This design comes from an exercise in tuning for small area on the open sky130 flow, not from production work.
Power figures rest on the tool's default switching activity, not on a simulated workload.

==> flow/design.v <==
module debounce_fsm
    # (
        parameter DEBOUNCE_COUNTER_WIDTH    = 24,
        parameter FAST_DONE                 = 0
    )
    (
        input   logic i_clock,
        input   logic i_reset,
        input   logic [DEBOUNCE_COUNTER_WIDTH-1 : 0] i_debounce_counter,
        input   logic i_bouncing_signal,
        output  logic o_debounced_signal,
        output  logic o_waiting,
        output  logic o_done
    );
    localparam W = DEBOUNCE_COUNTER_WIDTH;
    logic meta;
    logic stable;
    logic level;
    logic waiting;
    logic [W-1 : 0] count_n;
    logic [W : 0]   carry;
    logic [W-1 : 0] count_n_inc;
    localparam H = 4;
    always_comb begin
        carry[0] = 1'b1;
        for (int i = 0; i < W; i++) begin
            count_n_inc[i] = count_n[i] ^ carry[i];
            if (i == H - 1)
                carry[i+1] = &count_n[H-1 : 0];
            else
                carry[i+1] = count_n[i] & carry[i];
        end
    end
    logic done;
    assign done      = FAST_DONE ? &count_n : carry[W];
    assign o_waiting = waiting;
    assign o_done    = waiting & done;
    always_ff @(posedge i_clock) begin
        meta    <= i_bouncing_signal;
        stable  <= meta | i_reset;
        level   <= stable & ~i_reset;
        count_n <= waiting ? count_n_inc : ~i_debounce_counter;
        if (i_reset) begin
            waiting            <= 1'b0;
            o_debounced_signal <= 1'b0;
        end else if (waiting) begin
            waiting            <= ~done;
        end else begin
            waiting            <= stable ^ level;
            o_debounced_signal <= level;
        end
    end
endmodule
module debounce_lfsr
    # (
        parameter LFSR_WIDTH    = 25,
        parameter LFSR_TAP      = 21
    )
    (
        input   logic i_clock,
        input   logic i_reset,
        input   logic i_first,
        input   logic i_first_done,
        input   logic [LFSR_WIDTH-1 : 0] i_seed_n,
        input   logic i_bouncing_signal,
        output  logic o_debounced_signal
    );
    localparam L = LFSR_WIDTH;
    logic meta;
    logic stable;
    logic level;
    logic waiting;
    logic [L-1 : 0] state;
    logic           done;
    assign done = i_first ? i_first_done : &state;
    always_ff @(posedge i_clock) begin
        meta   <= i_bouncing_signal;
        stable <= meta | i_reset;
        level  <= stable & ~i_reset;
        state  <= waiting ? {state[L-2 : 0], state[L-1] ^ state[LFSR_TAP]} : ~i_seed_n;
        if (i_reset) begin
            waiting            <= 1'b0;
            o_debounced_signal <= 1'b0;
        end else if (waiting) begin
            waiting            <= ~done;
        end else begin
            waiting            <= stable ^ level;
            o_debounced_signal <= level;
        end
    end
endmodule
module debounce_seed
    # (
        parameter LFSR_WIDTH    = 25,
        parameter LFSR_TAP      = 21
    )
    (
        input   logic i_clock,
        input   logic i_reset,
        input   logic i_waiting,
        input   logic i_done,
        output  logic o_first,
        output  logic [LFSR_WIDTH-1 : 0] o_seed_n
    );
    localparam L = LFSR_WIDTH;
    always_ff @(posedge i_clock) begin
        if (i_reset) begin
            o_first  <= 1'b1;
            o_seed_n <= '0;
        end else if (o_first & i_done) begin
            o_first  <= 1'b0;
        end else if (o_first & i_waiting) begin
            o_seed_n <= {~(o_seed_n[0] ^ o_seed_n[LFSR_TAP+1]), o_seed_n[L-1 : 1]};
        end
    end
endmodule
module zed_debouncer
    # (
        parameter SWITCH_COUNT              = 8,
        parameter BUTTON_COUNT              = 5,
        parameter DEBOUNCE_COUNTER_WIDTH    = 24
    )
    (
        input   logic i_clock,
        input   logic i_reset,
        input   logic [DEBOUNCE_COUNTER_WIDTH-1 : 0] i_switch_debounce_counter,
        input   logic [DEBOUNCE_COUNTER_WIDTH-1 : 0] i_button_debounce_counter,
        input   logic i_sw0,
        input   logic i_sw1,
        input   logic i_sw2,
        input   logic i_sw3,
        input   logic i_sw4,
        input   logic i_sw5,
        input   logic i_sw6,
        input   logic i_sw7,
        input   logic i_btnu,
        input   logic i_btnd,
        input   logic i_btnl,
        input   logic i_btnr,
        input   logic i_btnc,
        output  logic o_sw0,
        output  logic o_sw1,
        output  logic o_sw2,
        output  logic o_sw3,
        output  logic o_sw4,
        output  logic o_sw5,
        output  logic o_sw6,
        output  logic o_sw7,
        output  logic o_btnu,
        output  logic o_btnd,
        output  logic o_btnl,
        output  logic o_btnr,
        output  logic o_btnc
    );
    logic [SWITCH_COUNT-1 : 0] bouncing_switch_array;
    logic [SWITCH_COUNT-1 : 0] debounced_switch_array;
    logic [BUTTON_COUNT-1 : 0] bouncing_button_array;
    logic [BUTTON_COUNT-1 : 0] debounced_button_array;
    assign bouncing_switch_array    = {i_sw7, i_sw6, i_sw5, i_sw4, i_sw3, i_sw2, i_sw1, i_sw0};
    assign {o_sw7, o_sw6, o_sw5, o_sw4, o_sw3, o_sw2, o_sw1, o_sw0} = debounced_switch_array;
    assign bouncing_button_array    = {i_btnu, i_btnd, i_btnl, i_btnr, i_btnc};
    assign {o_btnu, o_btnd, o_btnl, o_btnr, o_btnc} = debounced_button_array;
    localparam LFSR_WIDTH = 25;
    localparam LFSR_TAP   = 21;
    logic                    switch_waiting;
    logic                    switch_done;
    logic                    switch_first;
    logic [LFSR_WIDTH-1 : 0] switch_seed_n;
    debounce_fsm
    # (
        .DEBOUNCE_COUNTER_WIDTH (DEBOUNCE_COUNTER_WIDTH),
        .FAST_DONE              (1)
    )
    switch_debounce_fsm_inst (
        .i_clock            (i_clock),
        .i_reset            (i_reset),
        .i_debounce_counter (i_switch_debounce_counter),
        .i_bouncing_signal  (bouncing_switch_array[0]),
        .o_debounced_signal (debounced_switch_array[0]),
        .o_waiting          (switch_waiting),
        .o_done             (switch_done)
    );
    debounce_seed
    # (
        .LFSR_WIDTH (LFSR_WIDTH),
        .LFSR_TAP   (LFSR_TAP)
    )
    switch_seed_inst (
        .i_clock    (i_clock),
        .i_reset    (i_reset),
        .i_waiting  (switch_waiting),
        .i_done     (switch_done),
        .o_first    (switch_first),
        .o_seed_n   (switch_seed_n)
    );
    genvar i;
    generate
        for (i = 1; i < SWITCH_COUNT; i++) begin : switch_debounce_lfsr_gen
            debounce_lfsr
            # (
                .LFSR_WIDTH (LFSR_WIDTH),
                .LFSR_TAP   (LFSR_TAP)
            )
            switch_debounce_lfsr_inst (
                .i_clock            (i_clock),
                .i_reset            (i_reset),
                .i_first            (switch_first),
                .i_first_done       (switch_done),
                .i_seed_n           (switch_seed_n),
                .i_bouncing_signal  (bouncing_switch_array[i]),
                .o_debounced_signal (debounced_switch_array[i])
            );
        end
    endgenerate
    genvar j;
    generate
        for (j = 0; j < BUTTON_COUNT; j++) begin : button_debounce_fsm_gen
            debounce_fsm
            # (
                .DEBOUNCE_COUNTER_WIDTH (DEBOUNCE_COUNTER_WIDTH)
            )
            button_debounce_fsm_inst (
                .i_clock            (i_clock),
                .i_reset            (i_reset),
                .i_debounce_counter (i_button_debounce_counter),
                .i_bouncing_signal  (bouncing_button_array[j]),
                .o_debounced_signal (debounced_button_array[j]),
                .o_waiting          (),
                .o_done             ()
            );
        end
    endgenerate
endmodule
Settings: LEC_CHECK=0, CAP_MARGIN=20, CORE_MARGIN=2, CORE_UTILIZATION=65, PLACE_DENSITY=0.75, SLEW_MARGIN=20, BUFFER_PORTS_ARGS=-buffer_cell sky130_fd_sc_hd__buf_1, CTS_ARGS=-sink_clustering_enable -repair_clock_nets -sink_clustering_size 12 -sink_clustering_max_diameter 40 -buf_list {sky130_fd_sc_hd__clkbuf_4} -dont_use_dummy_load; clock period 5.0 ns.
standard.sh (not shown) runs the stock make flow with config.mk's settings and CLKGATE_MAP_FILE= SYNTH_SCRIPT=/design/flow/synth_recipe.tcl, a recipe that flattens the netlist after the stock synthesis.
==> flow/flow/run.sh <==
#!/bin/bash
# Layout flow: the standard ORFS flow with smaller port buffers and a
# clock tree built without dummy loads. Each tool's output goes to its own
# log file in the work folder.
set -euo pipefail
cat >> config.mk <<'EOC'
export BUFFER_PORTS_ARGS = -buffer_cell sky130_fd_sc_hd__buf_1
export CTS_ARGS = -sink_clustering_enable -repair_clock_nets -sink_clustering_size 12 -sink_clustering_max_diameter 40 -buf_list {sky130_fd_sc_hd__clkbuf_4} -dont_use_dummy_load
EOC
bash standard.sh synth > synth.log 2>&1
bash standard.sh floorplan > floorplan.log 2>&1
bash standard.sh place > place.log 2>&1
bash standard.sh cts > cts.log 2>&1
bash standard.sh route > route.log 2>&1
bash standard.sh finish > finish.log 2>&1
Next try:
--- a/flow/design.v
+++ b/flow/design.v
@@ -1,8 +1,7 @@
 module debounce_fsm
     # (
-        parameter DEBOUNCE_COUNTER_WIDTH    = 24,
-        parameter FAST_DONE                 = 0
+        parameter DEBOUNCE_COUNTER_WIDTH    = 24
     )
     (
         input   logic i_clock,
         input   logic i_reset,
@@ -30,12 +29,10 @@
             else
                 carry[i+1] = count_n[i] & carry[i];
         end
     end
-    logic done;
-    assign done      = FAST_DONE ? &count_n : carry[W];
     assign o_waiting = waiting;
-    assign o_done    = waiting & done;
+    assign o_done    = waiting & carry[W];
     always_ff @(posedge i_clock) begin
         meta    <= i_bouncing_signal;
         stable  <= meta | i_reset;
         level   <= stable & ~i_reset;
@@ -43,9 +40,9 @@
         if (i_reset) begin
             waiting            <= 1'b0;
             o_debounced_signal <= 1'b0;
         end else if (waiting) begin
-            waiting            <= ~done;
+            waiting            <= ~carry[W];
         end else begin
             waiting            <= stable ^ level;
             o_debounced_signal <= level;
         end
@@ -165,12 +162,15 @@
     logic                    switch_waiting;
     logic                    switch_done;
     logic                    switch_first;
     logic [LFSR_WIDTH-1 : 0] switch_seed_n;
+    logic                    button_waiting;
+    logic                    button_done;
+    logic                    button_first;
+    logic [LFSR_WIDTH-1 : 0] button_seed_n;
     debounce_fsm
     # (
-        .DEBOUNCE_COUNTER_WIDTH (DEBOUNCE_COUNTER_WIDTH),
-        .FAST_DONE              (1)
+        .DEBOUNCE_COUNTER_WIDTH (DEBOUNCE_COUNTER_WIDTH)
     )
     switch_debounce_fsm_inst (
         .i_clock            (i_clock),
         .i_reset            (i_reset),
@@ -211,23 +211,50 @@
                 .o_debounced_signal (debounced_switch_array[i])
             );
         end
     endgenerate
+    debounce_fsm
+    # (
+        .DEBOUNCE_COUNTER_WIDTH (DEBOUNCE_COUNTER_WIDTH)
+    )
+    button_debounce_fsm_inst (
+        .i_clock            (i_clock),
+        .i_reset            (i_reset),
+        .i_debounce_counter (i_button_debounce_counter),
+        .i_bouncing_signal  (bouncing_button_array[0]),
+        .o_debounced_signal (debounced_button_array[0]),
+        .o_waiting          (button_waiting),
+        .o_done             (button_done)
+    );
+    debounce_seed
+    # (
+        .LFSR_WIDTH (LFSR_WIDTH),
+        .LFSR_TAP   (LFSR_TAP)
+    )
+    button_seed_inst (
+        .i_clock    (i_clock),
+        .i_reset    (i_reset),
+        .i_waiting  (button_waiting),
+        .i_done     (button_done),
+        .o_first    (button_first),
+        .o_seed_n   (button_seed_n)
+    );
     genvar j;
     generate
-        for (j = 0; j < BUTTON_COUNT; j++) begin : button_debounce_fsm_gen
-            debounce_fsm
+        for (j = 1; j < BUTTON_COUNT; j++) begin : button_debounce_lfsr_gen
+            debounce_lfsr
             # (
-                .DEBOUNCE_COUNTER_WIDTH (DEBOUNCE_COUNTER_WIDTH)
+                .LFSR_WIDTH (LFSR_WIDTH),
+                .LFSR_TAP   (LFSR_TAP)
             )
-            button_debounce_fsm_inst (
+            button_debounce_lfsr_inst (
                 .i_clock            (i_clock),
                 .i_reset            (i_reset),
-                .i_debounce_counter (i_button_debounce_counter),
+                .i_first            (button_first),
+                .i_first_done       (button_done),
+                .i_seed_n           (button_seed_n),
                 .i_bouncing_signal  (bouncing_button_array[j]),
-                .o_debounced_signal (debounced_button_array[j]),
-                .o_waiting          (),
-                .o_done             ()
+                .o_debounced_signal (debounced_button_array[j])
             );
         end
     endgenerate
 endmodule
Result: Clock power came out higher by about 5%; final cell count decreases by 2.2%; register-to-register slack gets worse by 70 ps; via count goes down by 1.8%; critical path depth went up by 2.
Function was not checked in any run of this note: the RTL went through the layout flow alone.

what the ideal ports hide:
In the flow no input, the clock included, has a driving cell. The finished layouts below were timed again as built, in two steps.
Step 1, drivers: a clkbuf_16 drives i_clock and a buf_2 each remaining input, both assumed.
Step 2 times the ports against the registers' clock, not the clock port: input delays grow and output delays shrink by t, the midpoint of the rising clock arrivals with the driver on.
Slacks: ideal / step 1 / step 2; pairs: ideal / step 1.
run	t, ns	slack for setup (ns)	pins driven straight from the clock port
the first run	0.701	0.241 / 0.241 / 0.241	1
the second run	0.697	0.173 / 0.173 / 0.173	1
After both steps setup and hold are still met in every run listed.
